Context: an optimization exercise on an open-source flow, tuned for small area. The choices shown serve that exercise and are no tape-out recipe.
In this exercise RTL edits were held to simulation tests only and were not proved equivalent to the original.

## flow/design.v (module list and top-level ports; edited modules follow where they fit)
// module ITAGelu: 1330 lines
// module gelu_a22o: 3 lines
// module gelu_and2: 3 lines
// module gelu_fa: 4 lines
// module gelu_ha: 4 lines
// module gelu_inv: 3 lines
// module gelu_nand2: 3 lines
// module gelu_nor2: 3 lines
// module gelu_o22ai: 3 lines
// module gelu_xor2: 3 lines
module ITAGelu (
  input  wire          io_clk,
  input  wire          io_rst_ni,
  input  wire [15:0]   io_b_i,
  input  wire [15:0]   io_c_i,
  input  wire          io_calc_en_i,
  input  wire          io_calc_en_q_i,
  input  wire [7:0]    io_data_i,
  output wire [25:0]   io_data_o
);
  // ...
==> flow/flow/run.sh <==
#!/bin/bash
# Layout flow: the standard ORFS flow (standard.sh, unchanged synthesis)
# with two knobs changed:
#  - the port buffers that global placement inserts are sky130_fd_sc_hd__buf_1
#    instead of the default clkdlybuf4s50_1;
#  - clock tree synthesis uses clkbuf_8 buffers and no dummy loads.
# The full output of the ORFS run goes to flow_standard.log in this folder;
# each ORFS step also keeps its own log under orfs/logs/.
set -euo pipefail
bash standard.sh \
  "BUFFER_PORTS_ARGS=-buffer_cell sky130_fd_sc_hd__buf_1" \
  "CTS_ARGS=-sink_clustering_enable -repair_clock_nets -buf_list sky130_fd_sc_hd__clkbuf_8 -dont_use_dummy_load" \
  finish > flow_standard.log 2>&1
==> flow/standard.sh <==
#!/bin/bash
# synth_recipe.tcl (not shown) runs the flow's synth.tcl, then flattens the netlist and writes it again
# the make line also repeats each setting of config.mk as NAME=value (left out here)
make -C /OpenROAD-flow-scripts/flow DESIGN_CONFIG=/design/flow/config.mk WORK_HOME=/design/flow/orfs CLKGATE_MAP_FILE= SYNTH_SCRIPT=/design/flow/synth_recipe.tcl "${@:-finish}"
==> flow/config.mk <==
export PLATFORM = sky130hd
export DESIGN_NAME = ITAGelu
export DESIGN_NICKNAME = ITAGelu
export VERILOG_FILES = /design/flow/design.v
export SDC_FILE = /design/flow/constraint.sdc
export NUM_CORES = 4
export LEC_CHECK = 0
export CAP_MARGIN = 20
export CORE_MARGIN = 2
export CORE_UTILIZATION = 40
export SLEW_MARGIN = 20
export SYNTH_HIERARCHICAL = 1
export SYNTH_MINIMUM_KEEP_SIZE = 0
==> flow/constraint.sdc <==
create_clock -name core_clock -period 16.0 [get_ports {io_clk}]
set_input_delay 3.2000 -clock core_clock [delete_from_list [all_inputs] [get_ports {io_clk}]]
set_output_delay 3.2000 -clock core_clock [all_outputs]
set_load 0.01 [all_outputs]
==> summary.txt, run 1 <==
Status
  • Outcome: timing/DRC/antenna clean

Cells and area
  • Clock buffers: 9
  • Post-Layout Cell Count: 967
  • Commonest non-fill, non-tap cell in the layout: fa_1
  • Multi-input gate share of total cell area: 71.52%

Floorplanning
  • I/O pin count: 70
  • Tapcell count: 234

GRT
  • M1 GR Usage: 24.56%
  • First-pass GRT wire length: ~31000 µm
  • Grt met2 use: 34.88%

Logic synthesis
  • Post-synth top cells: fa_1 (178), nand2_1 (120), xor2_1 (91)
  • Cell Area, Synth: 7650 µm²
  • Seq/Total Area, Yosys: 20.22%
  • Ys async rst share: 75.38%
  • Post-synth top area cell: fa_1
  • Post-synthesis mux area share: 0%

STA
  • Slew @ Worst Pin: 790.5 ps
  • TNS Setup: 0 ps
  • Worst-case clock skew: 8.240 ps
  • Setup Viol. Count Final: 0

Placed design
  • Dpl cells: 958
  • GPL Wtd Cong: 0.8814
  • Dpl hpwl: 13970 µm

Critical path
  • Buf/Inv on CP: 0
  • Req. time, crit path: 16260 ps
  • Critical path arrival: 12370 ps
  • Critical Path Stages: 30

Route
  • Met2 wire length: 9532 µm
  • Post-route DRC: 0
  • Met3 wire length: approximately 1100 µm
  • Antenna-violating nets left: 0

Clock network
  • Post-CTS setup buffer count: 0
  • Cts repair resizes: 0

Worst hold path
  • End of the worst hold path: out_q2[9]
==> run 2: changes to the inputs <==
--- a/flow/design.v
+++ b/flow/design.v
@@ -415,28 +415,28 @@
   wire s400;
   wire k401;
   wire n402;
   wire n403;
   wire n404;
   wire n405;
   wire n406;
   wire n407;
-  wire m408;
-  wire p409;
-  wire m410;
-  wire p411;
-  wire m412;
-  wire p413;
-  wire m414;
-  wire p415;
-  wire m416;
-  wire p417;
-  wire m418;
-  wire p419;
+  wire n408;
+  wire n409;
+  wire n410;
+  wire n411;
+  wire n412;
+  wire n413;
+  wire n414;
+  wire n415;
+  wire n416;
+  wire n417;
+  wire n418;
+  wire n419;
   wire m420;
   wire p421;
   wire m422;
   wire p423;
   wire m424;
   wire p425;
   wire m426;
   wire p427;
@@ -560,47 +560,47 @@
   wire p545;
   wire m546;
   wire p547;
   wire m548;
   wire p549;
   wire m550;
   wire p551;
   wire m552;
-  wire m553;
+  wire p553;
   wire m554;
-  wire m555;
+  wire p555;
   wire m556;
-  wire m557;
+  wire p557;
   wire m558;
-  wire m559;
+  wire p559;
   wire m560;
-  wire m561;
+  wire p561;
   wire m562;
-  wire m563;
+  wire p563;
   wire m564;
   wire m565;
   wire m566;
   wire m567;
   wire m568;
   wire m569;
   wire m570;
   wire m571;
-  wire s572;
-  wire k573;
-  wire s574;
-  wire k575;
-  wire s576;
-  wire k577;
-  wire s578;
-  wire k579;
-  wire s580;
-  wire k581;
-  wire s582;
-  wire k583;
+  wire m572;
+  wire m573;
+  wire m574;
+  wire m575;
+  wire m576;
+  wire m577;
+  wire m578;
+  wire m579;
+  wire m580;
+  wire m581;
+  wire m582;
+  wire m583;
   wire s584;
   wire k585;
   wire s586;
   wire k587;
   wire s588;
   wire k589;
   wire s590;
   wire k591;
@@ -711,48 +711,60 @@
   wire s696;
   wire k697;
   wire s698;
   wire k699;
   wire s700;
   wire k701;
   wire s702;
   wire k703;
-  wire n704;
-  wire n705;
-  wire n706;
-  wire n707;
-  wire n708;
-  wire n709;
-  wire od710;
-  wire od711;
-  wire od712;
-  wire od713;
-  wire od714;
-  wire od715;
-  wire od716;
-  wire od717;
-  wire od718;
-  wire od719;
-  wire od720;
-  wire od721;
+  wire s704;
+  wire k705;
+  wire s706;
+  wire k707;
+  wire s708;
+  wire k709;
+  wire s710;
+  wire k711;
+  wire s712;
+  wire k713;
+  wire s714;
+  wire k715;
+  wire n716;
+  wire n717;
+  wire n718;
+  wire n719;
+  wire n720;
+  wire n721;
   wire od722;
   wire od723;
   wire od724;
   wire od725;
   wire od726;
   wire od727;
   wire od728;
   wire od729;
   wire od730;
   wire od731;
   wire od732;
   wire od733;
   wire od734;
   wire od735;
+  wire od736;
+  wire od737;
+  wire od738;
+  wire od739;
+  wire od740;
+  wire od741;
+  wire od742;
+  wire od743;
+  wire od744;
+  wire od745;
+  wire od746;
+  wire od747;
   gelu_xor2 u1 (.a(io_data_i[0]), .b(io_data_i[7]), .y(n1));
   gelu_xor2 u2 (.a(io_data_i[1]), .b(io_data_i[7]), .y(n2));
   gelu_xor2 u3 (.a(io_data_i[2]), .b(io_data_i[7]), .y(n3));
   gelu_xor2 u4 (.a(io_data_i[3]), .b(io_data_i[7]), .y(n4));
   gelu_xor2 u5 (.a(io_data_i[4]), .b(io_data_i[7]), .y(n5));
   gelu_xor2 u6 (.a(io_data_i[5]), .b(io_data_i[7]), .y(n6));
   gelu_xor2 u7 (.a(io_data_i[6]), .b(io_data_i[7]), .y(n7));
   gelu_fa u9 (.a(io_b_i[0]), .b(io_data_i[7]), .c(n1), .s(s8), .co(k9));
@@ -1029,308 +1041,328 @@
   gelu_fa u401 (.a(k391), .b(s398), .c(k393), .s(s400), .co(k401));
   gelu_xor2 u402 (.a(p_q1[9]), .b(p181), .y(n402));
   gelu_xor2 u403 (.a(p184), .b(n402), .y(n403));
   gelu_xor2 u404 (.a(k395), .b(n403), .y(n404));
   gelu_xor2 u405 (.a(n404), .b(k397), .y(n405));
   gelu_xor2 u406 (.a(n405), .b(k399), .y(n406));
   gelu_xor2 u407 (.a(n406), .b(k401), .y(n407));
   wire [3:0] none, ntwo, neg, nneg;
-  assign none[0] = ~(x_q1[0] ^ 1'b0);
-  assign ntwo[0] = ~((x_q1[1] & ~x_q1[0] & ~1'b0) | (~x_q1[1] & x_q1[0] & 1'b0));
-  assign neg[0] = x_q1[1] ^ x_q1[7];
+  wire one0 = x_q1[0] ^ 1'b0;
+  wire two0 = (x_q1[1] & ~x_q1[0] & ~1'b0) | (~x_q1[1] & x_q1[0] & 1'b0);
   assign nneg[0] = ~(x_q1[1] ^ x_q1[7]);
-  assign none[1] = ~(x_q1[2] ^ x_q1[1]);
-  assign ntwo[1] = ~((x_q1[3] & ~x_q1[2] & ~x_q1[1]) | (~x_q1[3] & x_q1[2] & x_q1[1]));
-  assign neg[1] = x_q1[3] ^ x_q1[7];
+  gelu_inv u408 (.a(one0), .y(n408));
+  assign none[0] = n408;
+  gelu_inv u409 (.a(two0), .y(n409));
+  assign ntwo[0] = n409;
+  gelu_inv u410 (.a(nneg[0]), .y(n410));
+  assign neg[0] = n410;
+  wire one1 = x_q1[2] ^ x_q1[1];
+  wire two1 = (x_q1[3] & ~x_q1[2] & ~x_q1[1]) | (~x_q1[3] & x_q1[2] & x_q1[1]);
   assign nneg[1] = ~(x_q1[3] ^ x_q1[7]);
-  assign none[2] = ~(x_q1[4] ^ x_q1[3]);
-  assign ntwo[2] = ~((x_q1[5] & ~x_q1[4] & ~x_q1[3]) | (~x_q1[5] & x_q1[4] & x_q1[3]));
-  assign neg[2] = x_q1[5] ^ x_q1[7];
+  gelu_inv u411 (.a(one1), .y(n411));
+  assign none[1] = n411;
+  gelu_inv u412 (.a(two1), .y(n412));
+  assign ntwo[1] = n412;
+  gelu_inv u413 (.a(nneg[1]), .y(n413));
+  assign neg[1] = n413;
+  wire one2 = x_q1[4] ^ x_q1[3];
+  wire two2 = (x_q1[5] & ~x_q1[4] & ~x_q1[3]) | (~x_q1[5] & x_q1[4] & x_q1[3]);
   assign nneg[2] = ~(x_q1[5] ^ x_q1[7]);
-  assign none[3] = ~(x_q1[6] ^ x_q1[5]);
-  assign ntwo[3] = ~((x_q1[7] & ~x_q1[6] & ~x_q1[5]) | (~x_q1[7] & x_q1[6] & x_q1[5]));
-  assign neg[3] = x_q1[7] ^ x_q1[7];
+  gelu_inv u414 (.a(one2), .y(n414));
+  assign none[2] = n414;
+  gelu_inv u415 (.a(two2), .y(n415));
+  assign ntwo[2] = n415;
+  gelu_inv u416 (.a(nneg[2]), .y(n416));
+  assign neg[2] = n416;
+  wire one3 = x_q1[6] ^ x_q1[5];
+  wire two3 = (x_q1[7] & ~x_q1[6] & ~x_q1[5]) | (~x_q1[7] & x_q1[6] & x_q1[5]);
   assign nneg[3] = ~(x_q1[7] ^ x_q1[7]);
-  gelu_nor2 u408 (.a(none[0]), .b(n72), .y(m408));
-  gelu_nor2 u409 (.a(m408), .b(nneg[0]), .y(p409));
-  gelu_o22ai u410 (.a1(none[0]), .a2(cgx_q1[0]), .b1(ntwo[0]), .b2(n72), .y(m410));
-  gelu_xor2 u411 (.a(m410), .b(neg[0]), .y(p411));
-  gelu_o22ai u412 (.a1(none[0]), .a2(s186), .b1(ntwo[0]), .b2(cgx_q1[0]), .y(m412));
-  gelu_xor2 u413 (.a(m412), .b(neg[0]), .y(p413));
-  gelu_o22ai u414 (.a1(none[0]), .a2(s188), .b1(ntwo[0]), .b2(s186), .y(m414));
-  gelu_xor2 u415 (.a(m414), .b(neg[0]), .y(p415));
-  gelu_o22ai u416 (.a1(none[0]), .a2(s192), .b1(ntwo[0]), .b2(s188), .y(m416));
-  gelu_xor2 u417 (.a(m416), .b(neg[0]), .y(p417));
-  gelu_o22ai u418 (.a1(none[0]), .a2(s196), .b1(ntwo[0]), .b2(s192), .y(m418));
-  gelu_xor2 u419 (.a(m418), .b(neg[0]), .y(p419));
-  gelu_o22ai u420 (.a1(none[0]), .a2(s202), .b1(ntwo[0]), .b2(s196), .y(m420));
-  gelu_xor2 u421 (.a(m420), .b(neg[0]), .y(p421));
-  gelu_o22ai u422 (.a1(none[0]), .a2(s208), .b1(ntwo[0]), .b2(s202), .y(m422));
+  gelu_inv u417 (.a(one3), .y(n417));
+  assign none[3] = n417;
+  gelu_inv u418 (.a(two3), .y(n418));
+  assign ntwo[3] = n418;
+  gelu_inv u419 (.a(nneg[3]), .y(n419));
+  assign neg[3] = n419;
+  gelu_nor2 u420 (.a(none[0]), .b(n72), .y(m420));
+  gelu_nor2 u421 (.a(m420), .b(nneg[0]), .y(p421));
+  gelu_o22ai u422 (.a1(none[0]), .a2(cgx_q1[0]), .b1(ntwo[0]), .b2(n72), .y(m422));
   gelu_xor2 u423 (.a(m422), .b(neg[0]), .y(p423));
-  gelu_o22ai u424 (.a1(none[0]), .a2(s216), .b1(ntwo[0]), .b2(s208), .y(m424));
+  gelu_o22ai u424 (.a1(none[0]), .a2(s186), .b1(ntwo[0]), .b2(cgx_q1[0]), .y(m424));
   gelu_xor2 u425 (.a(m424), .b(neg[0]), .y(p425));
-  gelu_o22ai u426 (.a1(none[0]), .a2(s224), .b1(ntwo[0]), .b2(s216), .y(m426));
+  gelu_o22ai u426 (.a1(none[0]), .a2(s188), .b1(ntwo[0]), .b2(s186), .y(m426));
   gelu_xor2 u427 (.a(m426), .b(neg[0]), .y(p427));
-  gelu_o22ai u428 (.a1(none[0]), .a2(s234), .b1(ntwo[0]), .b2(s224), .y(m428));
+  gelu_o22ai u428 (.a1(none[0]), .a2(s192), .b1(ntwo[0]), .b2(s188), .y(m428));
   gelu_xor2 u429 (.a(m428), .b(neg[0]), .y(p429));
-  gelu_o22ai u430 (.a1(none[0]), .a2(s244), .b1(ntwo[0]), .b2(s234), .y(m430));
+  gelu_o22ai u430 (.a1(none[0]), .a2(s196), .b1(ntwo[0]), .b2(s192), .y(m430));
   gelu_xor2 u431 (.a(m430), .b(neg[0]), .y(p431));
-  gelu_o22ai u432 (.a1(none[0]), .a2(s256), .b1(ntwo[0]), .b2(s244), .y(m432));
+  gelu_o22ai u432 (.a1(none[0]), .a2(s202), .b1(ntwo[0]), .b2(s196), .y(m432));
   gelu_xor2 u433 (.a(m432), .b(neg[0]), .y(p433));
-  gelu_o22ai u434 (.a1(none[0]), .a2(s268), .b1(ntwo[0]), .b2(s256), .y(m434));
+  gelu_o22ai u434 (.a1(none[0]), .a2(s208), .b1(ntwo[0]), .b2(s202), .y(m434));
   gelu_xor2 u435 (.a(m434), .b(neg[0]), .y(p435));
-  gelu_o22ai u436 (.a1(none[0]), .a2(s282), .b1(ntwo[0]), .b2(s268), .y(m436));
+  gelu_o22ai u436 (.a1(none[0]), .a2(s216), .b1(ntwo[0]), .b2(s208), .y(m436));
   gelu_xor2 u437 (.a(m436), .b(neg[0]), .y(p437));
-  gelu_o22ai u438 (.a1(none[0]), .a2(s296), .b1(ntwo[0]), .b2(s282), .y(m438));
+  gelu_o22ai u438 (.a1(none[0]), .a2(s224), .b1(ntwo[0]), .b2(s216), .y(m438));
   gelu_xor2 u439 (.a(m438), .b(neg[0]), .y(p439));
-  gelu_o22ai u440 (.a1(none[0]), .a2(s312), .b1(ntwo[0]), .b2(s296), .y(m440));
+  gelu_o22ai u440 (.a1(none[0]), .a2(s234), .b1(ntwo[0]), .b2(s224), .y(m440));
   gelu_xor2 u441 (.a(m440), .b(neg[0]), .y(p441));
-  gelu_o22ai u442 (.a1(none[0]), .a2(s326), .b1(ntwo[0]), .b2(s312), .y(m442));
+  gelu_o22ai u442 (.a1(none[0]), .a2(s244), .b1(ntwo[0]), .b2(s234), .y(m442));
   gelu_xor2 u443 (.a(m442), .b(neg[0]), .y(p443));
-  gelu_o22ai u444 (.a1(none[0]), .a2(s340), .b1(ntwo[0]), .b2(s326), .y(m444));
+  gelu_o22ai u444 (.a1(none[0]), .a2(s256), .b1(ntwo[0]), .b2(s244), .y(m444));
   gelu_xor2 u445 (.a(m444), .b(neg[0]), .y(p445));
-  gelu_o22ai u446 (.a1(none[0]), .a2(s352), .b1(ntwo[0]), .b2(s340), .y(m446));
+  gelu_o22ai u446 (.a1(none[0]), .a2(s268), .b1(ntwo[0]), .b2(s256), .y(m446));
   gelu_xor2 u447 (.a(m446), .b(neg[0]), .y(p447));
-  gelu_o22ai u448 (.a1(none[0]), .a2(s364), .b1(ntwo[0]), .b2(s352), .y(m448));
+  gelu_o22ai u448 (.a1(none[0]), .a2(s282), .b1(ntwo[0]), .b2(s268), .y(m448));
   gelu_xor2 u449 (.a(m448), .b(neg[0]), .y(p449));
-  gelu_o22ai u450 (.a1(none[0]), .a2(s374), .b1(ntwo[0]), .b2(s364), .y(m450));
+  gelu_o22ai u450 (.a1(none[0]), .a2(s296), .b1(ntwo[0]), .b2(s282), .y(m450));
   gelu_xor2 u451 (.a(m450), .b(neg[0]), .y(p451));
-  gelu_o22ai u452 (.a1(none[0]), .a2(s384), .b1(ntwo[0]), .b2(s374), .y(m452));
+  gelu_o22ai u452 (.a1(none[0]), .a2(s312), .b1(ntwo[0]), .b2(s296), .y(m452));
   gelu_xor2 u453 (.a(m452), .b(neg[0]), .y(p453));
-  gelu_o22ai u454 (.a1(none[0]), .a2(s392), .b1(ntwo[0]), .b2(s384), .y(m454));
+  gelu_o22ai u454 (.a1(none[0]), .a2(s326), .b1(ntwo[0]), .b2(s312), .y(m454));
   gelu_xor2 u455 (.a(m454), .b(neg[0]), .y(p455));
-  gelu_o22ai u456 (.a1(none[0]), .a2(s400), .b1(ntwo[0]), .b2(s392), .y(m456));
+  gelu_o22ai u456 (.a1(none[0]), .a2(s340), .b1(ntwo[0]), .b2(s326), .y(m456));
   gelu_xor2 u457 (.a(m456), .b(neg[0]), .y(p457));
-  gelu_o22ai u458 (.a1(none[0]), .a2(n407), .b1(ntwo[0]), .b2(s400), .y(m458));
+  gelu_o22ai u458 (.a1(none[0]), .a2(s352), .b1(ntwo[0]), .b2(s340), .y(m458));
   gelu_xor2 u459 (.a(m458), .b(neg[0]), .y(p459));
-  gelu_nor2 u460 (.a(none[1]), .b(n72), .y(m460));
-  gelu_nor2 u461 (.a(m460), .b(nneg[1]), .y(p461));
-  gelu_o22ai u462 (.a1(none[1]), .a2(cgx_q1[0]), .b1(ntwo[1]), .b2(n72), .y(m462));
-  gelu_xor2 u463 (.a(m462), .b(neg[1]), .y(p463));
-  gelu_o22ai u464 (.a1(none[1]), .a2(s186), .b1(ntwo[1]), .b2(cgx_q1[0]), .y(m464));
-  gelu_xor2 u465 (.a(m464), .b(neg[1]), .y(p465));
-  gelu_o22ai u466 (.a1(none[1]), .a2(s188), .b1(ntwo[1]), .b2(s186), .y(m466));
-  gelu_xor2 u467 (.a(m466), .b(neg[1]), .y(p467));
-  gelu_o22ai u468 (.a1(none[1]), .a2(s192), .b1(ntwo[1]), .b2(s188), .y(m468));
-  gelu_xor2 u469 (.a(m468), .b(neg[1]), .y(p469));
-  gelu_o22ai u470 (.a1(none[1]), .a2(s196), .b1(ntwo[1]), .b2(s192), .y(m470));
-  gelu_xor2 u471 (.a(m470), .b(neg[1]), .y(p471));
-  gelu_o22ai u472 (.a1(none[1]), .a2(s202), .b1(ntwo[1]), .b2(s196), .y(m472));
-  gelu_xor2 u473 (.a(m472), .b(neg[1]), .y(p473));
-  gelu_o22ai u474 (.a1(none[1]), .a2(s208), .b1(ntwo[1]), .b2(s202), .y(m474));
+  gelu_o22ai u460 (.a1(none[0]), .a2(s364), .b1(ntwo[0]), .b2(s352), .y(m460));
+  gelu_xor2 u461 (.a(m460), .b(neg[0]), .y(p461));
+  gelu_o22ai u462 (.a1(none[0]), .a2(s374), .b1(ntwo[0]), .b2(s364), .y(m462));
+  gelu_xor2 u463 (.a(m462), .b(neg[0]), .y(p463));
+  gelu_o22ai u464 (.a1(none[0]), .a2(s384), .b1(ntwo[0]), .b2(s374), .y(m464));
+  gelu_xor2 u465 (.a(m464), .b(neg[0]), .y(p465));
+  gelu_o22ai u466 (.a1(none[0]), .a2(s392), .b1(ntwo[0]), .b2(s384), .y(m466));
+  gelu_xor2 u467 (.a(m466), .b(neg[0]), .y(p467));
+  gelu_o22ai u468 (.a1(none[0]), .a2(s400), .b1(ntwo[0]), .b2(s392), .y(m468));
+  gelu_xor2 u469 (.a(m468), .b(neg[0]), .y(p469));
+  gelu_o22ai u470 (.a1(none[0]), .a2(n407), .b1(ntwo[0]), .b2(s400), .y(m470));
+  gelu_xor2 u471 (.a(m470), .b(neg[0]), .y(p471));
+  gelu_nor2 u472 (.a(none[1]), .b(n72), .y(m472));
+  gelu_nor2 u473 (.a(m472), .b(nneg[1]), .y(p473));
+  gelu_o22ai u474 (.a1(none[1]), .a2(cgx_q1[0]), .b1(ntwo[1]), .b2(n72), .y(m474));
   gelu_xor2 u475 (.a(m474), .b(neg[1]), .y(p475));
-  gelu_o22ai u476 (.a1(none[1]), .a2(s216), .b1(ntwo[1]), .b2(s208), .y(m476));
+  gelu_o22ai u476 (.a1(none[1]), .a2(s186), .b1(ntwo[1]), .b2(cgx_q1[0]), .y(m476));
   gelu_xor2 u477 (.a(m476), .b(neg[1]), .y(p477));
-  gelu_o22ai u478 (.a1(none[1]), .a2(s224), .b1(ntwo[1]), .b2(s216), .y(m478));
+  gelu_o22ai u478 (.a1(none[1]), .a2(s188), .b1(ntwo[1]), .b2(s186), .y(m478));
   gelu_xor2 u479 (.a(m478), .b(neg[1]), .y(p479));
-  gelu_o22ai u480 (.a1(none[1]), .a2(s234), .b1(ntwo[1]), .b2(s224), .y(m480));
+  gelu_o22ai u480 (.a1(none[1]), .a2(s192), .b1(ntwo[1]), .b2(s188), .y(m480));
   gelu_xor2 u481 (.a(m480), .b(neg[1]), .y(p481));
-  gelu_o22ai u482 (.a1(none[1]), .a2(s244), .b1(ntwo[1]), .b2(s234), .y(m482));
+  gelu_o22ai u482 (.a1(none[1]), .a2(s196), .b1(ntwo[1]), .b2(s192), .y(m482));
   gelu_xor2 u483 (.a(m482), .b(neg[1]), .y(p483));
-  gelu_o22ai u484 (.a1(none[1]), .a2(s256), .b1(ntwo[1]), .b2(s244), .y(m484));
+  gelu_o22ai u484 (.a1(none[1]), .a2(s202), .b1(ntwo[1]), .b2(s196), .y(m484));
   gelu_xor2 u485 (.a(m484), .b(neg[1]), .y(p485));
-  gelu_o22ai u486 (.a1(none[1]), .a2(s268), .b1(ntwo[1]), .b2(s256), .y(m486));
+  gelu_o22ai u486 (.a1(none[1]), .a2(s208), .b1(ntwo[1]), .b2(s202), .y(m486));
   gelu_xor2 u487 (.a(m486), .b(neg[1]), .y(p487));
-  gelu_o22ai u488 (.a1(none[1]), .a2(s282), .b1(ntwo[1]), .b2(s268), .y(m488));
+  gelu_o22ai u488 (.a1(none[1]), .a2(s216), .b1(ntwo[1]), .b2(s208), .y(m488));
   gelu_xor2 u489 (.a(m488), .b(neg[1]), .y(p489));
-  gelu_o22ai u490 (.a1(none[1]), .a2(s296), .b1(ntwo[1]), .b2(s282), .y(m490));
+  gelu_o22ai u490 (.a1(none[1]), .a2(s224), .b1(ntwo[1]), .b2(s216), .y(m490));
   gelu_xor2 u491 (.a(m490), .b(neg[1]), .y(p491));
-  gelu_o22ai u492 (.a1(none[1]), .a2(s312), .b1(ntwo[1]), .b2(s296), .y(m492));
+  gelu_o22ai u492 (.a1(none[1]), .a2(s234), .b1(ntwo[1]), .b2(s224), .y(m492));
   gelu_xor2 u493 (.a(m492), .b(neg[1]), .y(p493));
-  gelu_o22ai u494 (.a1(none[1]), .a2(s326), .b1(ntwo[1]), .b2(s312), .y(m494));
+  gelu_o22ai u494 (.a1(none[1]), .a2(s244), .b1(ntwo[1]), .b2(s234), .y(m494));
   gelu_xor2 u495 (.a(m494), .b(neg[1]), .y(p495));
-  gelu_o22ai u496 (.a1(none[1]), .a2(s340), .b1(ntwo[1]), .b2(s326), .y(m496));
+  gelu_o22ai u496 (.a1(none[1]), .a2(s256), .b1(ntwo[1]), .b2(s244), .y(m496));
   gelu_xor2 u497 (.a(m496), .b(neg[1]), .y(p497));
-  gelu_o22ai u498 (.a1(none[1]), .a2(s352), .b1(ntwo[1]), .b2(s340), .y(m498));
+  gelu_o22ai u498 (.a1(none[1]), .a2(s268), .b1(ntwo[1]), .b2(s256), .y(m498));
   gelu_xor2 u499 (.a(m498), .b(neg[1]), .y(p499));
-  gelu_o22ai u500 (.a1(none[1]), .a2(s364), .b1(ntwo[1]), .b2(s352), .y(m500));
+  gelu_o22ai u500 (.a1(none[1]), .a2(s282), .b1(ntwo[1]), .b2(s268), .y(m500));
   gelu_xor2 u501 (.a(m500), .b(neg[1]), .y(p501));
-  gelu_o22ai u502 (.a1(none[1]), .a2(s374), .b1(ntwo[1]), .b2(s364), .y(m502));
+  gelu_o22ai u502 (.a1(none[1]), .a2(s296), .b1(ntwo[1]), .b2(s282), .y(m502));
   gelu_xor2 u503 (.a(m502), .b(neg[1]), .y(p503));
-  gelu_o22ai u504 (.a1(none[1]), .a2(s384), .b1(ntwo[1]), .b2(s374), .y(m504));
+  gelu_o22ai u504 (.a1(none[1]), .a2(s312), .b1(ntwo[1]), .b2(s296), .y(m504));
   gelu_xor2 u505 (.a(m504), .b(neg[1]), .y(p505));
-  gelu_o22ai u506 (.a1(none[1]), .a2(s392), .b1(ntwo[1]), .b2(s384), .y(m506));
+  gelu_o22ai u506 (.a1(none[1]), .a2(s326), .b1(ntwo[1]), .b2(s312), .y(m506));
   gelu_xor2 u507 (.a(m506), .b(neg[1]), .y(p507));
-  gelu_nor2 u508 (.a(none[2]), .b(n72), .y(m508));
-  gelu_nor2 u509 (.a(m508), .b(nneg[2]), .y(p509));
-  gelu_o22ai u510 (.a1(none[2]), .a2(cgx_q1[0]), .b1(ntwo[2]), .b2(n72), .y(m510));
-  gelu_xor2 u511 (.a(m510), .b(neg[2]), .y(p511));
-  gelu_o22ai u512 (.a1(none[2]), .a2(s186), .b1(ntwo[2]), .b2(cgx_q1[0]), .y(m512));
-  gelu_xor2 u513 (.a(m512), .b(neg[2]), .y(p513));
-  gelu_o22ai u514 (.a1(none[2]), .a2(s188), .b1(ntwo[2]), .b2(s186), .y(m514));
-  gelu_xor2 u515 (.a(m514), .b(neg[2]), .y(p515));
-  gelu_o22ai u516 (.a1(none[2]), .a2(s192), .b1(ntwo[2]), .b2(s188), .y(m516));
-  gelu_xor2 u517 (.a(m516), .b(neg[2]), .y(p517));
-  gelu_o22ai u518 (.a1(none[2]), .a2(s196), .b1(ntwo[2]), .b2(s192), .y(m518));
-  gelu_xor2 u519 (.a(m518), .b(neg[2]), .y(p519));
-  gelu_o22ai u520 (.a1(none[2]), .a2(s202), .b1(ntwo[2]), .b2(s196), .y(m520));
-  gelu_xor2 u521 (.a(m520), .b(neg[2]), .y(p521));
-  gelu_o22ai u522 (.a1(none[2]), .a2(s208), .b1(ntwo[2]), .b2(s202), .y(m522));
+  gelu_o22ai u508 (.a1(none[1]), .a2(s340), .b1(ntwo[1]), .b2(s326), .y(m508));
+  gelu_xor2 u509 (.a(m508), .b(neg[1]), .y(p509));
+  gelu_o22ai u510 (.a1(none[1]), .a2(s352), .b1(ntwo[1]), .b2(s340), .y(m510));
+  gelu_xor2 u511 (.a(m510), .b(neg[1]), .y(p511));
+  gelu_o22ai u512 (.a1(none[1]), .a2(s364), .b1(ntwo[1]), .b2(s352), .y(m512));
+  gelu_xor2 u513 (.a(m512), .b(neg[1]), .y(p513));
+  gelu_o22ai u514 (.a1(none[1]), .a2(s374), .b1(ntwo[1]), .b2(s364), .y(m514));
+  gelu_xor2 u515 (.a(m514), .b(neg[1]), .y(p515));
+  gelu_o22ai u516 (.a1(none[1]), .a2(s384), .b1(ntwo[1]), .b2(s374), .y(m516));
+  gelu_xor2 u517 (.a(m516), .b(neg[1]), .y(p517));
+  gelu_o22ai u518 (.a1(none[1]), .a2(s392), .b1(ntwo[1]), .b2(s384), .y(m518));
+  gelu_xor2 u519 (.a(m518), .b(neg[1]), .y(p519));
+  gelu_nor2 u520 (.a(none[2]), .b(n72), .y(m520));
+  gelu_nor2 u521 (.a(m520), .b(nneg[2]), .y(p521));
+  gelu_o22ai u522 (.a1(none[2]), .a2(cgx_q1[0]), .b1(ntwo[2]), .b2(n72), .y(m522));
   gelu_xor2 u523 (.a(m522), .b(neg[2]), .y(p523));
-  gelu_o22ai u524 (.a1(none[2]), .a2(s216), .b1(ntwo[2]), .b2(s208), .y(m524));
+  gelu_o22ai u524 (.a1(none[2]), .a2(s186), .b1(ntwo[2]), .b2(cgx_q1[0]), .y(m524));
   gelu_xor2 u525 (.a(m524), .b(neg[2]), .y(p525));
-  gelu_o22ai u526 (.a1(none[2]), .a2(s224), .b1(ntwo[2]), .b2(s216), .y(m526));
+  gelu_o22ai u526 (.a1(none[2]), .a2(s188), .b1(ntwo[2]), .b2(s186), .y(m526));
   gelu_xor2 u527 (.a(m526), .b(neg[2]), .y(p527));
-  gelu_o22ai u528 (.a1(none[2]), .a2(s234), .b1(ntwo[2]), .b2(s224), .y(m528));
+  gelu_o22ai u528 (.a1(none[2]), .a2(s192), .b1(ntwo[2]), .b2(s188), .y(m528));
   gelu_xor2 u529 (.a(m528), .b(neg[2]), .y(p529));
-  gelu_o22ai u530 (.a1(none[2]), .a2(s244), .b1(ntwo[2]), .b2(s234), .y(m530));
+  gelu_o22ai u530 (.a1(none[2]), .a2(s196), .b1(ntwo[2]), .b2(s192), .y(m530));
   gelu_xor2 u531 (.a(m530), .b(neg[2]), .y(p531));
-  gelu_o22ai u532 (.a1(none[2]), .a2(s256), .b1(ntwo[2]), .b2(s244), .y(m532));
+  gelu_o22ai u532 (.a1(none[2]), .a2(s202), .b1(ntwo[2]), .b2(s196), .y(m532));
   gelu_xor2 u533 (.a(m532), .b(neg[2]), .y(p533));
-  gelu_o22ai u534 (.a1(none[2]), .a2(s268), .b1(ntwo[2]), .b2(s256), .y(m534));
+  gelu_o22ai u534 (.a1(none[2]), .a2(s208), .b1(ntwo[2]), .b2(s202), .y(m534));
   gelu_xor2 u535 (.a(m534), .b(neg[2]), .y(p535));
-  gelu_o22ai u536 (.a1(none[2]), .a2(s282), .b1(ntwo[2]), .b2(s268), .y(m536));
+  gelu_o22ai u536 (.a1(none[2]), .a2(s216), .b1(ntwo[2]), .b2(s208), .y(m536));
   gelu_xor2 u537 (.a(m536), .b(neg[2]), .y(p537));
-  gelu_o22ai u538 (.a1(none[2]), .a2(s296), .b1(ntwo[2]), .b2(s282), .y(m538));
+  gelu_o22ai u538 (.a1(none[2]), .a2(s224), .b1(ntwo[2]), .b2(s216), .y(m538));
   gelu_xor2 u539 (.a(m538), .b(neg[2]), .y(p539));
-  gelu_o22ai u540 (.a1(none[2]), .a2(s312), .b1(ntwo[2]), .b2(s296), .y(m540));
+  gelu_o22ai u540 (.a1(none[2]), .a2(s234), .b1(ntwo[2]), .b2(s224), .y(m540));
   gelu_xor2 u541 (.a(m540), .b(neg[2]), .y(p541));
-  gelu_o22ai u542 (.a1(none[2]), .a2(s326), .b1(ntwo[2]), .b2(s312), .y(m542));
+  gelu_o22ai u542 (.a1(none[2]), .a2(s244), .b1(ntwo[2]), .b2(s234), .y(m542));
   gelu_xor2 u543 (.a(m542), .b(neg[2]), .y(p543));
-  gelu_o22ai u544 (.a1(none[2]), .a2(s340), .b1(ntwo[2]), .b2(s326), .y(m544));
+  gelu_o22ai u544 (.a1(none[2]), .a2(s256), .b1(ntwo[2]), .b2(s244), .y(m544));
   gelu_xor2 u545 (.a(m544), .b(neg[2]), .y(p545));
-  gelu_o22ai u546 (.a1(none[2]), .a2(s352), .b1(ntwo[2]), .b2(s340), .y(m546));
+  gelu_o22ai u546 (.a1(none[2]), .a2(s268), .b1(ntwo[2]), .b2(s256), .y(m546));
   gelu_xor2 u547 (.a(m546), .b(neg[2]), .y(p547));
-  gelu_o22ai u548 (.a1(none[2]), .a2(s364), .b1(ntwo[2]), .b2(s352), .y(m548));
+  gelu_o22ai u548 (.a1(none[2]), .a2(s282), .b1(ntwo[2]), .b2(s268), .y(m548));
   gelu_xor2 u549 (.a(m548), .b(neg[2]), .y(p549));
-  gelu_o22ai u550 (.a1(none[2]), .a2(s374), .b1(ntwo[2]), .b2(s364), .y(m550));
+  gelu_o22ai u550 (.a1(none[2]), .a2(s296), .b1(ntwo[2]), .b2(s282), .y(m550));
   gelu_xor2 u551 (.a(m550), .b(neg[2]), .y(p551));
-  gelu_nor2 u552 (.a(none[3]), .b(n72), .y(m552));
-  gelu_o22ai u553 (.a1(none[3]), .a2(cgx_q1[0]), .b1(ntwo[3]), .b2(n72), .y(m553));
-  gelu_o22ai u554 (.a1(none[3]), .a2(s186), .b1(ntwo[3]), .b2(cgx_q1[0]), .y(m554));
-  gelu_o22ai u555 (.a1(none[3]), .a2(s188), .b1(ntwo[3]), .b2(s186), .y(m555));
-  gelu_o22ai u556 (.a1(none[3]), .a2(s192), .b1(ntwo[3]), .b2(s188), .y(m556));
-  gelu_o22ai u557 (.a1(none[3]), .a2(s196), .b1(ntwo[3]), .b2(s192), .y(m557));
-  gelu_o22ai u558 (.a1(none[3]), .a2(s202), .b1(ntwo[3]), .b2(s196), .y(m558));
-  gelu_o22ai u559 (.a1(none[3]), .a2(s208), .b1(ntwo[3]), .b2(s202), .y(m559));
-  gelu_o22ai u560 (.a1(none[3]), .a2(s216), .b1(ntwo[3]), .b2(s208), .y(m560));
-  gelu_o22ai u561 (.a1(none[3]), .a2(s224), .b1(ntwo[3]), .b2(s216), .y(m561));
-  gelu_o22ai u562 (.a1(none[3]), .a2(s234), .b1(ntwo[3]), .b2(s224), .y(m562));
-  gelu_o22ai u563 (.a1(none[3]), .a2(s244), .b1(ntwo[3]), .b2(s234), .y(m563));
-  gelu_o22ai u564 (.a1(none[3]), .a2(s256), .b1(ntwo[3]), .b2(s244), .y(m564));
-  gelu_o22ai u565 (.a1(none[3]), .a2(s268), .b1(ntwo[3]), .b2(s256), .y(m565));
-  gelu_o22ai u566 (.a1(none[3]), .a2(s282), .b1(ntwo[3]), .b2(s268), .y(m566));
-  gelu_o22ai u567 (.a1(none[3]), .a2(s296), .b1(ntwo[3]), .b2(s282), .y(m567));
-  gelu_o22ai u568 (.a1(none[3]), .a2(s312), .b1(ntwo[3]), .b2(s296), .y(m568));
-  gelu_o22ai u569 (.a1(none[3]), .a2(s326), .b1(ntwo[3]), .b2(s312), .y(m569));
-  gelu_o22ai u570 (.a1(none[3]), .a2(s340), .b1(ntwo[3]), .b2(s326), .y(m570));
-  gelu_o22ai u571 (.a1(none[3]), .a2(s352), .b1(ntwo[3]), .b2(s340), .y(m571));
-  gelu_ha u573 (.a(p409), .b(p411), .s(s572), .co(k573));
-  gelu_fa u575 (.a(m460), .b(p413), .c(k573), .s(s574), .co(k575));
-  gelu_fa u577 (.a(p461), .b(p463), .c(p415), .s(s576), .co(k577));
-  gelu_ha u579 (.a(k575), .b(s576), .s(s578), .co(k579));
-  gelu_fa u581 (.a(m508), .b(p465), .c(p417), .s(s580), .co(k581));
-  gelu_fa u583 (.a(k577), .b(k579), .c(s580), .s(s582), .co(k583));
-  gelu_fa u585 (.a(p509), .b(p511), .c(p467), .s(s584), .co(k585));
-  gelu_fa u587 (.a(s584), .b(p419), .c(k581), .s(s586), .co(k587));
-  gelu_ha u589 (.a(k583), .b(s586), .s(s588), .co(k589));
-  gelu_fa u591 (.a(m552), .b(p513), .c(p469), .s(s590), .co(k591));
-  gelu_fa u593 (.a(k585), .b(s590), .c(k587), .s(s592), .co(k593));
-  gelu_fa u595 (.a(p421), .b(k589), .c(s592), .s(s594), .co(k595));
-  gelu_fa u597 (.a(m553), .b(p515), .c(p471), .s(s596), .co(k597));
-  gelu_fa u599 (.a(k591), .b(s596), .c(k593), .s(s598), .co(k599));
-  gelu_fa u601 (.a(p423), .b(k595), .c(s598), .s(s600), .co(k601));
-  gelu_fa u603 (.a(m554), .b(p517), .c(k597), .s(s602), .co(k603));
-  gelu_fa u605 (.a(p473), .b(s602), .c(k599), .s(s604), .co(k605));
-  gelu_fa u607 (.a(p425), .b(k601), .c(s604), .s(s606), .co(k607));
-  gelu_fa u609 (.a(m555), .b(p519), .c(k603), .s(s608), .co(k609));
-  gelu_fa u611 (.a(p475), .b(s608), .c(k605), .s(s610), .co(k611));
-  gelu_fa u613 (.a(p427), .b(s610), .c(k607), .s(s612), .co(k613));
-  gelu_fa u615 (.a(m556), .b(p521), .c(k609), .s(s614), .co(k615));
-  gelu_fa u617 (.a(p477), .b(s614), .c(k611), .s(s616), .co(k617));
-  gelu_fa u619 (.a(p429), .b(s616), .c(k613), .s(s618), .co(k619));
-  gelu_fa u621 (.a(m557), .b(p523), .c(k615), .s(s620), .co(k621));
-  gelu_fa u623 (.a(p479), .b(s620), .c(p431), .s(s622), .co(k623));
-  gelu_fa u625 (.a(k617), .b(s622), .c(k619), .s(s624), .co(k625));
-  gelu_fa u627 (.a(m558), .b(p525), .c(k621), .s(s626), .co(k627));
-  gelu_fa u629 (.a(p481), .b(s626), .c(p433), .s(s628), .co(k629));
-  gelu_fa u631 (.a(k623), .b(s628), .c(k625), .s(s630), .co(k631));
-  gelu_fa u633 (.a(m559), .b(p527), .c(p483), .s(s632), .co(k633));
-  gelu_fa u635 (.a(k627), .b(s632), .c(p435), .s(s634), .co(k635));
+  gelu_o22ai u552 (.a1(none[2]), .a2(s312), .b1(ntwo[2]), .b2(s296), .y(m552));
+  gelu_xor2 u553 (.a(m552), .b(neg[2]), .y(p553));
+  gelu_o22ai u554 (.a1(none[2]), .a2(s326), .b1(ntwo[2]), .b2(s312), .y(m554));
+  gelu_xor2 u555 (.a(m554), .b(neg[2]), .y(p555));
+  gelu_o22ai u556 (.a1(none[2]), .a2(s340), .b1(ntwo[2]), .b2(s326), .y(m556));
+  gelu_xor2 u557 (.a(m556), .b(neg[2]), .y(p557));
+  gelu_o22ai u558 (.a1(none[2]), .a2(s352), .b1(ntwo[2]), .b2(s340), .y(m558));
+  gelu_xor2 u559 (.a(m558), .b(neg[2]), .y(p559));
+  gelu_o22ai u560 (.a1(none[2]), .a2(s364), .b1(ntwo[2]), .b2(s352), .y(m560));
+  gelu_xor2 u561 (.a(m560), .b(neg[2]), .y(p561));
+  gelu_o22ai u562 (.a1(none[2]), .a2(s374), .b1(ntwo[2]), .b2(s364), .y(m562));
+  gelu_xor2 u563 (.a(m562), .b(neg[2]), .y(p563));
+  gelu_nor2 u564 (.a(none[3]), .b(n72), .y(m564));
+  gelu_o22ai u565 (.a1(none[3]), .a2(cgx_q1[0]), .b1(ntwo[3]), .b2(n72), .y(m565));
+  gelu_o22ai u566 (.a1(none[3]), .a2(s186), .b1(ntwo[3]), .b2(cgx_q1[0]), .y(m566));
+  gelu_o22ai u567 (.a1(none[3]), .a2(s188), .b1(ntwo[3]), .b2(s186), .y(m567));
+  gelu_o22ai u568 (.a1(none[3]), .a2(s192), .b1(ntwo[3]), .b2(s188), .y(m568));
+  gelu_o22ai u569 (.a1(none[3]), .a2(s196), .b1(ntwo[3]), .b2(s192), .y(m569));
+  gelu_o22ai u570 (.a1(none[3]), .a2(s202), .b1(ntwo[3]), .b2(s196), .y(m570));
+  gelu_o22ai u571 (.a1(none[3]), .a2(s208), .b1(ntwo[3]), .b2(s202), .y(m571));
+  gelu_o22ai u572 (.a1(none[3]), .a2(s216), .b1(ntwo[3]), .b2(s208), .y(m572));
+  gelu_o22ai u573 (.a1(none[3]), .a2(s224), .b1(ntwo[3]), .b2(s216), .y(m573));
+  gelu_o22ai u574 (.a1(none[3]), .a2(s234), .b1(ntwo[3]), .b2(s224), .y(m574));
+  gelu_o22ai u575 (.a1(none[3]), .a2(s244), .b1(ntwo[3]), .b2(s234), .y(m575));
+  gelu_o22ai u576 (.a1(none[3]), .a2(s256), .b1(ntwo[3]), .b2(s244), .y(m576));
+  gelu_o22ai u577 (.a1(none[3]), .a2(s268), .b1(ntwo[3]), .b2(s256), .y(m577));
+  gelu_o22ai u578 (.a1(none[3]), .a2(s282), .b1(ntwo[3]), .b2(s268), .y(m578));
+  gelu_o22ai u579 (.a1(none[3]), .a2(s296), .b1(ntwo[3]), .b2(s282), .y(m579));
+  gelu_o22ai u580 (.a1(none[3]), .a2(s312), .b1(ntwo[3]), .b2(s296), .y(m580));
+  gelu_o22ai u581 (.a1(none[3]), .a2(s326), .b1(ntwo[3]), .b2(s312), .y(m581));
+  gelu_o22ai u582 (.a1(none[3]), .a2(s340), .b1(ntwo[3]), .b2(s326), .y(m582));
+  gelu_o22ai u583 (.a1(none[3]), .a2(s352), .b1(ntwo[3]), .b2(s340), .y(m583));
+  gelu_ha u585 (.a(p421), .b(p423), .s(s584), .co(k585));
+  gelu_fa u587 (.a(m472), .b(p425), .c(k585), .s(s586), .co(k587));
+  gelu_fa u589 (.a(p473), .b(p475), .c(p427), .s(s588), .co(k589));
+  gelu_ha u591 (.a(k587), .b(s588), .s(s590), .co(k591));
+  gelu_fa u593 (.a(m520), .b(p477), .c(p429), .s(s592), .co(k593));
+  gelu_fa u595 (.a(k589), .b(k591), .c(s592), .s(s594), .co(k595));
+  gelu_fa u597 (.a(p521), .b(p523), .c(p479), .s(s596), .co(k597));
+  gelu_fa u599 (.a(s596), .b(p431), .c(k593), .s(s598), .co(k599));
+  gelu_ha u601 (.a(k595), .b(s598), .s(s600), .co(k601));
+  gelu_fa u603 (.a(m564), .b(p525), .c(p481), .s(s602), .co(k603));
+  gelu_fa u605 (.a(k597), .b(s602), .c(k599), .s(s604), .co(k605));
+  gelu_fa u607 (.a(p433), .b(k601), .c(s604), .s(s606), .co(k607));
+  gelu_fa u609 (.a(m565), .b(p527), .c(p483), .s(s608), .co(k609));
+  gelu_fa u611 (.a(k603), .b(s608), .c(k605), .s(s610), .co(k611));
+  gelu_fa u613 (.a(p435), .b(k607), .c(s610), .s(s612), .co(k613));
+  gelu_fa u615 (.a(m566), .b(p529), .c(k609), .s(s614), .co(k615));
+  gelu_fa u617 (.a(p485), .b(s614), .c(k611), .s(s616), .co(k617));
+  gelu_fa u619 (.a(p437), .b(k613), .c(s616), .s(s618), .co(k619));
+  gelu_fa u621 (.a(m567), .b(p531), .c(k615), .s(s620), .co(k621));
+  gelu_fa u623 (.a(p487), .b(s620), .c(k617), .s(s622), .co(k623));
+  gelu_fa u625 (.a(p439), .b(s622), .c(k619), .s(s624), .co(k625));
+  gelu_fa u627 (.a(m568), .b(p533), .c(k621), .s(s626), .co(k627));
+  gelu_fa u629 (.a(p489), .b(s626), .c(k623), .s(s628), .co(k629));
+  gelu_fa u631 (.a(p441), .b(s628), .c(k625), .s(s630), .co(k631));
+  gelu_fa u633 (.a(m569), .b(p535), .c(k627), .s(s632), .co(k633));
+  gelu_fa u635 (.a(p491), .b(s632), .c(p443), .s(s634), .co(k635));
   gelu_fa u637 (.a(k629), .b(s634), .c(k631), .s(s636), .co(k637));
-  gelu_fa u639 (.a(m560), .b(p529), .c(p485), .s(s638), .co(k639));
-  gelu_fa u641 (.a(k633), .b(s638), .c(p437), .s(s640), .co(k641));
+  gelu_fa u639 (.a(m570), .b(p537), .c(k633), .s(s638), .co(k639));
+  gelu_fa u641 (.a(p493), .b(s638), .c(p445), .s(s640), .co(k641));
   gelu_fa u643 (.a(k635), .b(s640), .c(k637), .s(s642), .co(k643));
-  gelu_fa u645 (.a(m561), .b(p531), .c(p487), .s(s644), .co(k645));
-  gelu_fa u647 (.a(k639), .b(s644), .c(p439), .s(s646), .co(k647));
+  gelu_fa u645 (.a(m571), .b(p539), .c(p495), .s(s644), .co(k645));
+  gelu_fa u647 (.a(k639), .b(s644), .c(p447), .s(s646), .co(k647));
   gelu_fa u649 (.a(k641), .b(s646), .c(k643), .s(s648), .co(k649));
-  gelu_fa u651 (.a(m562), .b(p533), .c(p489), .s(s650), .co(k651));
-  gelu_fa u653 (.a(k645), .b(s650), .c(p441), .s(s652), .co(k653));
+  gelu_fa u651 (.a(m572), .b(p541), .c(p497), .s(s650), .co(k651));
+  gelu_fa u653 (.a(k645), .b(s650), .c(p449), .s(s652), .co(k653));
   gelu_fa u655 (.a(k647), .b(s652), .c(k649), .s(s654), .co(k655));
-  gelu_fa u657 (.a(m563), .b(p535), .c(p491), .s(s656), .co(k657));
-  gelu_fa u659 (.a(k651), .b(s656), .c(p443), .s(s658), .co(k659));
+  gelu_fa u657 (.a(m573), .b(p543), .c(p499), .s(s656), .co(k657));
+  gelu_fa u659 (.a(k651), .b(s656), .c(p451), .s(s658), .co(k659));
   gelu_fa u661 (.a(k653), .b(s658), .c(k655), .s(s660), .co(k661));
-  gelu_fa u663 (.a(m564), .b(p537), .c(p493), .s(s662), .co(k663));
-  gelu_fa u665 (.a(k657), .b(s662), .c(p445), .s(s664), .co(k665));
+  gelu_fa u663 (.a(m574), .b(p545), .c(p501), .s(s662), .co(k663));
+  gelu_fa u665 (.a(k657), .b(s662), .c(p453), .s(s664), .co(k665));
   gelu_fa u667 (.a(k659), .b(s664), .c(k661), .s(s666), .co(k667));
-  gelu_fa u669 (.a(m565), .b(p539), .c(p495), .s(s668), .co(k669));
-  gelu_fa u671 (.a(k663), .b(s668), .c(p447), .s(s670), .co(k671));
-  gelu_fa u673 (.a(k665), .b(k667), .c(s670), .s(s672), .co(k673));
-  gelu_fa u675 (.a(m566), .b(p541), .c(p497), .s(s674), .co(k675));
-  gelu_fa u677 (.a(k669), .b(s674), .c(p449), .s(s676), .co(k677));
+  gelu_fa u669 (.a(m575), .b(p547), .c(p503), .s(s668), .co(k669));
+  gelu_fa u671 (.a(k663), .b(s668), .c(p455), .s(s670), .co(k671));
+  gelu_fa u673 (.a(k665), .b(s670), .c(k667), .s(s672), .co(k673));
+  gelu_fa u675 (.a(m576), .b(p549), .c(p505), .s(s674), .co(k675));
+  gelu_fa u677 (.a(k669), .b(s674), .c(p457), .s(s676), .co(k677));
   gelu_fa u679 (.a(k671), .b(s676), .c(k673), .s(s678), .co(k679));
-  gelu_fa u681 (.a(m567), .b(p543), .c(p499), .s(s680), .co(k681));
-  gelu_fa u683 (.a(k675), .b(s680), .c(p451), .s(s682), .co(k683));
-  gelu_fa u685 (.a(k677), .b(s682), .c(k679), .s(s684), .co(k685));
-  gelu_fa u687 (.a(m568), .b(p545), .c(p501), .s(s686), .co(k687));
-  gelu_fa u689 (.a(k681), .b(s686), .c(p453), .s(s688), .co(k689));
+  gelu_fa u681 (.a(m577), .b(p551), .c(p507), .s(s680), .co(k681));
+  gelu_fa u683 (.a(k675), .b(s680), .c(p459), .s(s682), .co(k683));
+  gelu_fa u685 (.a(k677), .b(k679), .c(s682), .s(s684), .co(k685));
+  gelu_fa u687 (.a(m578), .b(p553), .c(p509), .s(s686), .co(k687));
+  gelu_fa u689 (.a(k681), .b(s686), .c(p461), .s(s688), .co(k689));
   gelu_fa u691 (.a(k683), .b(s688), .c(k685), .s(s690), .co(k691));
-  gelu_fa u693 (.a(m569), .b(p547), .c(p503), .s(s692), .co(k693));
-  gelu_fa u695 (.a(k687), .b(s692), .c(p455), .s(s694), .co(k695));
+  gelu_fa u693 (.a(m579), .b(p555), .c(p511), .s(s692), .co(k693));
+  gelu_fa u695 (.a(k687), .b(s692), .c(p463), .s(s694), .co(k695));
   gelu_fa u697 (.a(k689), .b(s694), .c(k691), .s(s696), .co(k697));
-  gelu_fa u699 (.a(m570), .b(p549), .c(p505), .s(s698), .co(k699));
-  gelu_fa u701 (.a(k693), .b(s698), .c(p457), .s(s700), .co(k701));
+  gelu_fa u699 (.a(m580), .b(p557), .c(p513), .s(s698), .co(k699));
+  gelu_fa u701 (.a(k693), .b(s698), .c(p465), .s(s700), .co(k701));
   gelu_fa u703 (.a(k695), .b(s700), .c(k697), .s(s702), .co(k703));
-  gelu_xor2 u704 (.a(m571), .b(p551), .y(n704));
-  gelu_xor2 u705 (.a(n704), .b(p507), .y(n705));
-  gelu_xor2 u706 (.a(k699), .b(n705), .y(n706));
-  gelu_xor2 u707 (.a(n706), .b(p459), .y(n707));
-  gelu_xor2 u708 (.a(n707), .b(k701), .y(n708));
-  gelu_xor2 u709 (.a(n708), .b(k703), .y(n709));
+  gelu_fa u705 (.a(m581), .b(p559), .c(p515), .s(s704), .co(k705));
+  gelu_fa u707 (.a(k699), .b(s704), .c(p467), .s(s706), .co(k707));
+  gelu_fa u709 (.a(k701), .b(s706), .c(k703), .s(s708), .co(k709));
+  gelu_fa u711 (.a(m582), .b(p561), .c(p517), .s(s710), .co(k711));
+  gelu_fa u713 (.a(k705), .b(s710), .c(p469), .s(s712), .co(k713));
+  gelu_fa u715 (.a(k707), .b(s712), .c(k709), .s(s714), .co(k715));
+  gelu_xor2 u716 (.a(m583), .b(p563), .y(n716));
+  gelu_xor2 u717 (.a(n716), .b(p519), .y(n717));
+  gelu_xor2 u718 (.a(k711), .b(n717), .y(n718));
+  gelu_xor2 u719 (.a(n718), .b(p471), .y(n719));
+  gelu_xor2 u720 (.a(n719), .b(k713), .y(n720));
+  gelu_xor2 u721 (.a(n720), .b(k715), .y(n721));
   wire nen2 = ~io_calc_en_q_i;
-  gelu_a22o u710 (.a1(io_calc_en_q_i), .a2(m408), .b1(nen2), .b2(out_q2[0]), .y(od710));
-  gelu_a22o u711 (.a1(io_calc_en_q_i), .a2(s572), .b1(nen2), .b2(out_q2[1]), .y(od711));
-  gelu_a22o u712 (.a1(io_calc_en_q_i), .a2(s574), .b1(nen2), .b2(out_q2[2]), .y(od712));
-  gelu_a22o u713 (.a1(io_calc_en_q_i), .a2(s578), .b1(nen2), .b2(out_q2[3]), .y(od713));
-  gelu_a22o u714 (.a1(io_calc_en_q_i), .a2(s582), .b1(nen2), .b2(out_q2[4]), .y(od714));
-  gelu_a22o u715 (.a1(io_calc_en_q_i), .a2(s588), .b1(nen2), .b2(out_q2[5]), .y(od715));
-  gelu_a22o u716 (.a1(io_calc_en_q_i), .a2(s594), .b1(nen2), .b2(out_q2[6]), .y(od716));
-  gelu_a22o u717 (.a1(io_calc_en_q_i), .a2(s600), .b1(nen2), .b2(out_q2[7]), .y(od717));
-  gelu_a22o u718 (.a1(io_calc_en_q_i), .a2(s606), .b1(nen2), .b2(out_q2[8]), .y(od718));
-  gelu_a22o u719 (.a1(io_calc_en_q_i), .a2(s612), .b1(nen2), .b2(out_q2[9]), .y(od719));
-  gelu_a22o u720 (.a1(io_calc_en_q_i), .a2(s618), .b1(nen2), .b2(out_q2[10]), .y(od720));
-  gelu_a22o u721 (.a1(io_calc_en_q_i), .a2(s624), .b1(nen2), .b2(out_q2[11]), .y(od721));
-  gelu_a22o u722 (.a1(io_calc_en_q_i), .a2(s630), .b1(nen2), .b2(out_q2[12]), .y(od722));
-  gelu_a22o u723 (.a1(io_calc_en_q_i), .a2(s636), .b1(nen2), .b2(out_q2[13]), .y(od723));
-  gelu_a22o u724 (.a1(io_calc_en_q_i), .a2(s642), .b1(nen2), .b2(out_q2[14]), .y(od724));
-  gelu_a22o u725 (.a1(io_calc_en_q_i), .a2(s648), .b1(nen2), .b2(out_q2[15]), .y(od725));
-  gelu_a22o u726 (.a1(io_calc_en_q_i), .a2(s654), .b1(nen2), .b2(out_q2[16]), .y(od726));
-  gelu_a22o u727 (.a1(io_calc_en_q_i), .a2(s660), .b1(nen2), .b2(out_q2[17]), .y(od727));
-  gelu_a22o u728 (.a1(io_calc_en_q_i), .a2(s666), .b1(nen2), .b2(out_q2[18]), .y(od728));
-  gelu_a22o u729 (.a1(io_calc_en_q_i), .a2(s672), .b1(nen2), .b2(out_q2[19]), .y(od729));
-  gelu_a22o u730 (.a1(io_calc_en_q_i), .a2(s678), .b1(nen2), .b2(out_q2[20]), .y(od730));
-  gelu_a22o u731 (.a1(io_calc_en_q_i), .a2(s684), .b1(nen2), .b2(out_q2[21]), .y(od731));
-  gelu_a22o u732 (.a1(io_calc_en_q_i), .a2(s690), .b1(nen2), .b2(out_q2[22]), .y(od732));
-  gelu_a22o u733 (.a1(io_calc_en_q_i), .a2(s696), .b1(nen2), .b2(out_q2[23]), .y(od733));
-  gelu_a22o u734 (.a1(io_calc_en_q_i), .a2(s702), .b1(nen2), .b2(out_q2[24]), .y(od734));
-  gelu_a22o u735 (.a1(io_calc_en_q_i), .a2(n709), .b1(nen2), .b2(out_q2[25]), .y(od735));
+  gelu_a22o u722 (.a1(io_calc_en_q_i), .a2(m420), .b1(nen2), .b2(out_q2[0]), .y(od722));
+  gelu_a22o u723 (.a1(io_calc_en_q_i), .a2(s584), .b1(nen2), .b2(out_q2[1]), .y(od723));
+  gelu_a22o u724 (.a1(io_calc_en_q_i), .a2(s586), .b1(nen2), .b2(out_q2[2]), .y(od724));
+  gelu_a22o u725 (.a1(io_calc_en_q_i), .a2(s590), .b1(nen2), .b2(out_q2[3]), .y(od725));
+  gelu_a22o u726 (.a1(io_calc_en_q_i), .a2(s594), .b1(nen2), .b2(out_q2[4]), .y(od726));
+  gelu_a22o u727 (.a1(io_calc_en_q_i), .a2(s600), .b1(nen2), .b2(out_q2[5]), .y(od727));
+  gelu_a22o u728 (.a1(io_calc_en_q_i), .a2(s606), .b1(nen2), .b2(out_q2[6]), .y(od728));
+  gelu_a22o u729 (.a1(io_calc_en_q_i), .a2(s612), .b1(nen2), .b2(out_q2[7]), .y(od729));
+  gelu_a22o u730 (.a1(io_calc_en_q_i), .a2(s618), .b1(nen2), .b2(out_q2[8]), .y(od730));
+  gelu_a22o u731 (.a1(io_calc_en_q_i), .a2(s624), .b1(nen2), .b2(out_q2[9]), .y(od731));
+  gelu_a22o u732 (.a1(io_calc_en_q_i), .a2(s630), .b1(nen2), .b2(out_q2[10]), .y(od732));
+  gelu_a22o u733 (.a1(io_calc_en_q_i), .a2(s636), .b1(nen2), .b2(out_q2[11]), .y(od733));
+  gelu_a22o u734 (.a1(io_calc_en_q_i), .a2(s642), .b1(nen2), .b2(out_q2[12]), .y(od734));
+  gelu_a22o u735 (.a1(io_calc_en_q_i), .a2(s648), .b1(nen2), .b2(out_q2[13]), .y(od735));
+  gelu_a22o u736 (.a1(io_calc_en_q_i), .a2(s654), .b1(nen2), .b2(out_q2[14]), .y(od736));
+  gelu_a22o u737 (.a1(io_calc_en_q_i), .a2(s660), .b1(nen2), .b2(out_q2[15]), .y(od737));
+  gelu_a22o u738 (.a1(io_calc_en_q_i), .a2(s666), .b1(nen2), .b2(out_q2[16]), .y(od738));
+  gelu_a22o u739 (.a1(io_calc_en_q_i), .a2(s672), .b1(nen2), .b2(out_q2[17]), .y(od739));
+  gelu_a22o u740 (.a1(io_calc_en_q_i), .a2(s678), .b1(nen2), .b2(out_q2[18]), .y(od740));
+  gelu_a22o u741 (.a1(io_calc_en_q_i), .a2(s684), .b1(nen2), .b2(out_q2[19]), .y(od741));
+  gelu_a22o u742 (.a1(io_calc_en_q_i), .a2(s690), .b1(nen2), .b2(out_q2[20]), .y(od742));
+  gelu_a22o u743 (.a1(io_calc_en_q_i), .a2(s696), .b1(nen2), .b2(out_q2[21]), .y(od743));
+  gelu_a22o u744 (.a1(io_calc_en_q_i), .a2(s702), .b1(nen2), .b2(out_q2[22]), .y(od744));
+  gelu_a22o u745 (.a1(io_calc_en_q_i), .a2(s708), .b1(nen2), .b2(out_q2[23]), .y(od745));
+  gelu_a22o u746 (.a1(io_calc_en_q_i), .a2(s714), .b1(nen2), .b2(out_q2[24]), .y(od746));
+  gelu_a22o u747 (.a1(io_calc_en_q_i), .a2(n721), .b1(nen2), .b2(out_q2[25]), .y(od747));
   assign io_data_o = out_q2;
   always @(posedge io_clk) begin
     cgx_q1 <= {cd71, cd70, cd69, cd68, cd67, cd66, cd65, cd64, cd63, cd62, cd61, cd60, cd59, cd58, cd57, cd56};
   end
   always @(posedge io_clk or negedge io_rst_ni) begin
     if (!io_rst_ni) begin
       p_q1   <= 15'd0;
       x_q1   <= 8'd0;
       out_q2 <= 26'd0;
     end else begin
       p_q1   <= {pd54, pd53, pd52, pd51, pd50, pd49, pd48, pd47, pd46, pd45, pd44, pd43, pd42, pd41, pd40};
       x_q1   <= io_data_i;
-      out_q2 <= {od735, od734, od733, od732, od731, od730, od729, od728, od727, od726, od725, od724, od723, od722, od721, od720, od719, od718, od717, od716, od715, od714, od713, od712, od711, od710};
+      out_q2 <= {od747, od746, od745, od744, od743, od742, od741, od740, od739, od738, od737, od736, od735, od734, od733, od732, od731, od730, od729, od728, od727, od726, od725, od724, od723, od722};
     end
   end
 endmodule
 module gelu_a22o (input wire a1, input wire a2, input wire b1, input wire b2, output wire y);
   assign y = (a1 & a2) | (b1 & b2);
 endmodule
 module gelu_and2 (input wire a, input wire b, output wire y);
   assign y = a & b;
==> flow/flow/run.sh (replaced) <==
#!/bin/bash
# Layout flow: the standard ORFS flow (standard.sh, unchanged synthesis)
# with these knobs changed:
#  - the port buffers that global placement inserts are sky130_fd_sc_hd__buf_1
#    instead of the default clkdlybuf4s50_1;
#  - timing-driven global placement does not keep its trial buffering
#    (GPL_KEEP_OVERFLOW=0); the resizer step after placement still repairs
#    slew and capacitance as usual;
#  - clock tree synthesis uses clkbuf_8 buffers and no dummy loads.
# The full output of the ORFS run goes to flow_standard.log in this folder;
# each ORFS step also keeps its own log under orfs/logs/.
set -euo pipefail
bash standard.sh \
  "BUFFER_PORTS_ARGS=-buffer_cell sky130_fd_sc_hd__buf_1" \
  "GPL_KEEP_OVERFLOW=0" \
  "CTS_ARGS=-sink_clustering_enable -repair_clock_nets -buf_list sky130_fd_sc_hd__clkbuf_8 -dont_use_dummy_load" \
  finish > flow_standard.log 2>&1
==> run 2 against run 1 <==
Against the previous run: still clean; setup slack lost 140 ps; worst hold slack got worse by 3.4 ps; global-route usage is 0.13 points lower; sequential share of layout area increased by 0.15 points; core utilization shrank 0.52 points; first-iteration DRC count is 2.5% lower; wire length rose by 2.6%; largest cell class unchanged; highest routed layer unchanged.
==> summary.txt, run 2 <==
STA
  • Worst-case clock skew: 29.54 ps (+21.30 ps)
  • Setup Viol. Count Final: 0 (unchanged)
  • Hold slack: 490.2 ps
  • Relative slew margins: 38.37%
  • TNS Setup: 0 ps (unchanged)
  • Time the worst path needs with I/O delays and setup: 12250 ps
  • Slew @ Worst Pin: 923.4 ps (+132.9 ps)

Floorplanning
  • Die Y: 142.4 µm
  • Die ar.: 20260 µm²
  • Starting Density: 40.79%
  • I/O pin count: 70 (unchanged)

Clock network
  • CTS root buf: clkbuf_8
  • H-tree lvl count: 3
  • Cts repair resizes: 0 (unchanged)
  • Post-CTS setup buffer count: 0 (unchanged)
  • Clock transition at path regs: 80 ps

Cells and area
  • Largest regs: out_q2: 26 flops, cgx_q1: 16 flops, p_q1: 15 flops
  • Post-Layout Cell Count: 957 (-1.0%)
  • Fin util: 44.59%
  • Ant diodes: 0
  • Commonest non-fill, non-tap cell in the layout: fa_1

Logic synthesis
  • Post-synth top area cell: fa_1
  • Post-synth top cells: fa_1 (178), nand2_1 (116), xor2_1 (91)
  • Ys async rst share: 75.38% (unchanged)
  • Cell Area, Synth: 7656 µm² (about the same)
  • Seq/Total Area, Yosys: 20.20% (about the same)

Critical path
  • Critical path arrival: 12500 ps (+130 ps)
  • Critical Path Max Stage Delay: 820 ps
  • Cell repeated most along the worst path: fa_1
  • Req. time, crit path: 16250 ps (about the same)
  • Reg2reg setup slack: 3750 ps
  • Worst Setup Start Kind: register

Route
  • DR vias: about 5500
  • Post-route DRC: 0 (unchanged)
  • Antenna-violating nets left: 0 (unchanged)
  • WL final: around 19000 µm
  • Routed vias/inst: 5.751

GRT
  • Vias in the first global route: 6047
  • Pin count of the biggest net entering global routing: 33
  • First-pass GRT wire length: 31000 µm (-1.1%)
  • GRT Resource Usage Total: 19.78%

Placed design
  • I/O Buffers: 69
  • Dpl hpwl: 14340 µm (+2.7%)
  • Dpl cells: 947 (-1.1%)
  • GPL Wtd Cong: 0.8856 (+0.48%)

Status
  • Outcome: timing/DRC/antenna clean

Flow run
  • Max-Cap Viols: 0
## run 2: per-stage QoR
| stage | instance area (µm²) |
|---|---|
| global placement | 8208 |
| CTS | 8354 |
| detailed placement | 8230 |
| floorplan | 7656 |
| finish | 8369 |
| global route | 8369 |
## run 2: layout make-up
cell class,instances,area share (%)
Multi-Input combinational cell,551,71.79
Sequential cell,65,18.48
Timing Repair Buffer,71,3.543
Tap cell,234,3.498
Clock buffer,9,1.480
Inverter,27,1.211
## run 2: Yosys stat by module, one instance, submodules excluded
module	copies in the design	cells	area (µm²)	flip-flops and latches
ITAGelu	1	87	1700	65
gelu_xor2	88	1	8.758	0
gelu_o22ai	88	1	6.256	0
gelu_ha	12	1	12.51	0
gelu_nand2	116	1	3.754	0
gelu_fa	178	1	20.02	0
gelu_and2	1	1	6.256	0
gelu_inv	25	1	3.754	0
gelu_nor2	7	1	3.754	0
gelu_a22o	41	1	8.758	0
## run 2: worst paths after layout
path,startpoint,to,depth (start not counted)
worst max-delay path,p_q1[0],out_q2[25],30
worst min register to register,out_q2[9],out_q2[9],1
worst max register to register,p_q1[0],out_q2[25],30
min in group asynchronous,io_rst_ni,out_q2[23],1
worst min-delay path,out_q2[9],out_q2[9],1
max in group asynchronous,io_rst_ni,p_q1[4],2
## run 2: kinds of logic after synthesis
kind of cell             Yosys count  synth area share (%)
XOR/XNOR                          94                 10.75
adder cells (fa/ha/maj)          190                 48.50
AO/OA/AOI/OAI                    131                 12.01
buffers and inverters             27                 1.324
flip-flops                        65                 20.20
AND/OR/NAND/NOR                  136                 7.207
## run 2: metal layers
metal | global-route usage (%) | vias up | routed length, µm
met5 | 0 | - | 0
met4 | 7.504 | 0 | 462
met3 | 2.759 | 40 | 1050
met2 | 34.43 | 225 | 9701
met1 | 25.21 | 2875 | 7611
li1 | - | 2364 | -
## run 2: critical path: cells and delay by family (launching register included)
kind / cells / cell delay, ps
adder cells (fa/ha/maj): 25 / 10440
flip-flops: 1 / 820
AND/OR/NAND/NOR: 1 / 150
AO/OA/AOI/OAI: 2 / 370
XOR/XNOR: 2 / 370

## port drivers added, routing unchanged
How much do the figures lean on ideal ports? The routed layouts below were timed once more, with nothing changed but the port constraints.
Step 1 sets driving cells, clkbuf_16 on the clock port and buf_2 on the other inputs (assumed; they add their load-dependent delay and slew).
Step 2 times the ports against the registers' clock, not the clock port: input delays grow and output delays shrink by t, the midpoint of the rising clock arrivals with the driver on.
Three values: no drivers, after step 1, after step 2; two values: the first two.
run | shift t [ns] | setup slack, ns | hold slack, ns | clock arrival spread, ns | worst data-port slew with drivers (ns)
run 1 | 0.407 | 3.897 / 3.897 / 3.897 | 0.494 / 0.494 / 0.494 | 0.009 / 0.008 | 0.04
run 2 | 0.392 | 3.753 / 3.753 / 3.753 | 0.490 / 0.490 / 0.490 | 0.029 / 0.029 | 0.03
After both steps setup and hold are still met in every run listed.
